From an optimization exercise on the open Yosys and OpenROAD flow, aimed at small area, a short achievable clock period and few clock cycles; shortcuts taken in it are not production practice.
In this exercise RTL edits were held to simulation tests only and were not proved equivalent to the original.
Power is estimated from default activity; no workload was simulated.

## cpu
module cpu(clk, reset_n, read_m1, address1, data1, read_m2, write_m2, address2, data2_in, data2_out, num_inst, output_port, is_halted);
For scale: about 190 flip-flops, roughly 120 I/O pins, ~12000 µm² of cells after synthesis.
Settings: LEC_CHECK=0, ABC_AREA=1, CAP_MARGIN=20, CORE_MARGIN=2, CORE_UTILIZATION=40, PLACE_DENSITY=0.6, SLEW_MARGIN=20; clock period 15.0 ns.
standard.sh (not shown) runs the stock make flow with config.mk's settings and CLKGATE_MAP_FILE= SYNTH_SCRIPT=/design/flow/synth_recipe.tcl, a recipe that flattens the netlist after the stock synthesis.
==> flow/flow/run.sh <==
#!/bin/bash
# Standard ORFS layout; flow/args adds make variables (a larger SETUP_SLACK_MARGIN makes the
# resizer work on the critical paths even though the clock constraint is loose).
set -euo pipefail
bash standard.sh $(cat flow/args) finish > standard_flow.log 2>&1
==> flow/flow/args <==
SETUP_SLACK_MARGIN=11.5
Testbench counts at the start, summed over its fixed seeds: cycles 39,662.
Change:
==> flow/flow/args (replaced) <==
SETUP_SLACK_MARGIN=11
The changed run finished with timing, DRC and antenna clean.
First-iteration DRC count fell by 17%.
Flip-flop and latch count stays the same.
Routed wire length fell by 6.7%.
Core utilization fell by 6.8 points.
Setup slack got worse by 0.0048 ns.

========
Starting RTL as in the previous note.
export LEC_CHECK = 0
export ABC_AREA = 1
export CAP_MARGIN = 20
export CORE_MARGIN = 2
export CORE_UTILIZATION = 40
export SLEW_MARGIN = 20
create_clock -name core_clock -period 15.0 [get_ports {clk}]
==> flow/flow/run.sh <==
#!/bin/bash
# Standard ORFS layout (the standard.sh) with extra make variables from flow/args, one per
# line: a larger SETUP_SLACK_MARGIN makes the resizer work on the critical paths even though the
# clock constraint is loose, and BUFFER_PORTS_ARGS picks the port buffer cell.
set -euo pipefail
mapfile -t extra < flow/args
bash standard.sh "${extra[@]}" finish > standard_flow.log 2>&1
==> flow/flow/args <==
SETUP_SLACK_MARGIN=11
BUFFER_PORTS_ARGS=-buffer_cell sky130_fd_sc_hd__buf_2
The first run produced a clean layout.
Testbench counts at the start, summed over its fixed seeds: cycles 39,662.
Rerun with:
--- a/flow/config.mk
+++ b/flow/config.mk
@@ -11 +11,2 @@
-export CORE_UTILIZATION = 40
+export CORE_UTILIZATION = 65
+export PLACE_DENSITY = 0.8
Result: The changed run went through all stages and came out clean; global-route usage increases by 15 points; core utilization rose by 30 points; setup slack got worse by 0.0044 ns.
Rerun with:
--- a/flow/config.mk
+++ b/flow/config.mk
@@ -11,2 +11,3 @@
-export CORE_UTILIZATION = 65
-export PLACE_DENSITY = 0.8
+export CORE_UTILIZATION = 40
+export CTS_CLUSTER_DIAMETER = 150
+export CTS_CLUSTER_SIZE = 50
Effect: The changed run finished with timing, DRC and antenna clean. Setup slack gets better by 0.0044 ns. Synthesized cell count does not change. Fmax stays flat. Clock power drops by a few percent. Clock-buffer cell count drops by 1. Wire length grows by a few percent. Combinational power rose by a little under a tenth. Critical path depth stays the same. Design area is higher by a few percent. Worst hold slack is worse by 0.0079 ns.
Rerun with:
--- a/flow/config.mk
+++ b/flow/config.mk
@@ -9 +9 @@
-export CAP_MARGIN = 20
+export CAP_MARGIN = 0
@@ -12,3 +12 @@
-export CTS_CLUSTER_DIAMETER = 150
-export CTS_CLUSTER_SIZE = 50
-export SLEW_MARGIN = 20
+export SLEW_MARGIN = 0
The changed run ran to the end with no violations.
Non-clock buffer count is unchanged.
Final cell count does not change.
Critical path depth stays the same.
Via count stays the same.
Die area is unchanged.
Power is unchanged.
Design area stays the same.
Global-route usage is unchanged.

========
cpu, a different RTL version from the one above (not shown whole).
Size in the first run: about 1200 cells after synthesis, roughly 190 flip-flops, about 11000 µm² of cells after synthesis.
export LEC_CHECK = 0
export CAP_MARGIN = 20
export CORE_MARGIN = 2
export CORE_UTILIZATION = 40
export SLEW_MARGIN = 20
create_clock -name core_clock -period 15.0 [get_ports {clk}]
Scripts as last shown in full above: flow/flow/run.sh, flow/flow/args
The first run passed the timing, DRC and antenna checks.
Testbench counts at the start, summed over its fixed seeds: cycles 39,662.
Edit:
Settings changed: ABC_AREA set to 1.
Utilization went down by 3.8 points.
Worst setup slack gets better by 0.23 ns.
Clock skew drops by 0.0040 ns.
Clock power decreases by about 3%.
Final area drops by about 4%.
Cell count rose by 24%.
Routed wire length went up by 9.3%.
Edit:
--- a/flow/flow/args
+++ b/flow/flow/args
@@ -2,0 +3 @@
+CTS_ARGS=-sink_clustering_enable -repair_clock_nets -dont_use_dummy_load
Settings changed: CELL_PAD_IN_SITES_DETAIL_PLACEMENT set to 0, CELL_PAD_IN_SITES_GLOBAL_PLACEMENT set to 0, CORE_UTILIZATION 40 to 50, PLACE_DENSITY set to 0.7.
Wire length is lower by 5.9%.
Power is lower by 7.4%.
Final area is lower by 3.7%.
Hold slack gains 0.0093 ns.
Global-route usage is higher by 5.2 points.
Area after synthesis is unchanged.
Edit:
==> flow/flow/args (replaced) <==
SETUP_SLACK_MARGIN=11
BUFFER_PORTS_ARGS=-buffer_cell sky130_fd_sc_hd__buf_2
Settings changed: CELL_PAD_IN_SITES_DETAIL_PLACEMENT 0 to not set, CELL_PAD_IN_SITES_GLOBAL_PLACEMENT 0 to not set.
What happened: Final cell count went up slightly; via count climbs slightly; power came out higher by a few percent; design area went up slightly; sequential power barely changes; hold slack gets better by 0.023 ns; clock-buffer cell count rose by 1; sequential share of layout area decreases by 0.48 points; routed wire length came out higher slightly; setup slack improved by 0.0068 ns; non-clock buffer count went up by 3.
Edit:
==> flow/flow/args (replaced) <==
SETUP_SLACK_MARGIN=11.1
BUFFER_PORTS_ARGS=-buffer_cell sky130_fd_sc_hd__buf_2
CTS_ARGS=-sink_clustering_enable -repair_clock_nets -dont_use_dummy_load
Result:
- The new run completed with no timing, DRC or antenna violations
- critical path depth stays the same
- clock skew goes up by 0.0084 ns
- routed wire length climbs by 7.4%
- design area rises by 6.5%
- via count rises by 2.9%
- die area stays the same
- synthesized cell count does not change
- setup slack is better by 0.039 ns
- core utilization climbs by 3.9 points
Edit:
--- a/flow/flow/args
+++ b/flow/flow/args
@@ -1 +1 @@
-SETUP_SLACK_MARGIN=11.1
+SETUP_SLACK_MARGIN=11
Settings changed: CORE_UTILIZATION 50 to 60, PLACE_DENSITY 0.7 to 0.8.
After rerunning: Sequential share of layout area rose by 2.2 points; synthesized area does not change; sequential power rose slightly; design area fell by a little under a tenth; worst setup slack gets worse by 0.042 ns; global-route usage rose by 4.9 points.

static timing again, ports no longer ideal:
No port has a modelled driver above. Below, the same layouts with a new extraction and two added sets of constraints.
Step 1 (the two cells are an assumption about what drives the block):
set clk [get_ports {clk}]
set_driving_cell -lib_cell sky130_fd_sc_hd__clkbuf_16 $clk
set_driving_cell -lib_cell sky130_fd_sc_hd__buf_2 [delete_from_list [all_inputs] $clk]
Step 2 also shifts input and output timing later by t, the mid clock arrival at the registers, as if the neighbouring blocks saw the same clock.
Three values: no drivers, after step 1, after step 2; two values: the first two.
run | t, ns | setup slack, ns | hold slack, ns | slew at the worst register clock pin (ns)
the first run of note 1 | 0.500 | 11.020 / 10.966 / 10.553 | 0.491 / 0.491 / 0.491 | 0.09 / 0.09
the second run of note 1 | 0.486 | 11.016 / 10.965 / 10.665 | 0.471 / 0.471 / 0.471 | 0.08 / 0.08
the first run of note 2 | 0.501 | 10.989 / 10.939 / 10.626 | 0.472 / 0.472 / 0.472 | 0.08 / 0.08
the second run of note 2 | 0.494 | 10.984 / 10.937 / 10.589 | 0.480 / 0.480 / 0.480 | 0.09 / 0.09
the third run of note 2 | 0.501 | 10.989 / 10.939 / 10.626 | 0.472 / 0.472 / 0.472 | 0.08 / 0.08
the fourth run of note 2 | 0.501 | 10.989 / 10.939 / 10.626 | 0.472 / 0.472 / 0.472 | 0.08 / 0.08
the first run of note 3 | 0.495 | 10.772 / 10.772 / 10.522 | 0.461 / 0.461 / 0.461 | 0.09 / 0.09
the second run of note 3 | 0.502 | 11.003 / 10.952 / 10.690 | 0.446 / 0.446 / 0.446 | 0.08 / 0.08
the third run of note 3 | 0.476 | 11.003 / 10.952 / 10.665 | 0.456 / 0.456 / 0.456 | 0.08 / 0.08
the fourth run of note 3 | 0.500 | 11.010 / 10.958 / 10.656 | 0.478 / 0.478 / 0.478 | 0.09 / 0.09
the fifth run of note 3 | 0.497 | 11.049 / 10.995 / 10.649 | 0.492 / 0.492 / 0.492 | 0.08 / 0.08
the sixth run of note 3 | 0.476 | 11.007 / 10.962 / 10.590 | 0.460 / 0.460 / 0.460 | 0.08 / 0.08
After both steps every run listed still meets setup and hold. The setup slack of the first run of note 1, which loses most, moves by -0.054 ns with the drivers and by -0.467 ns with both steps.
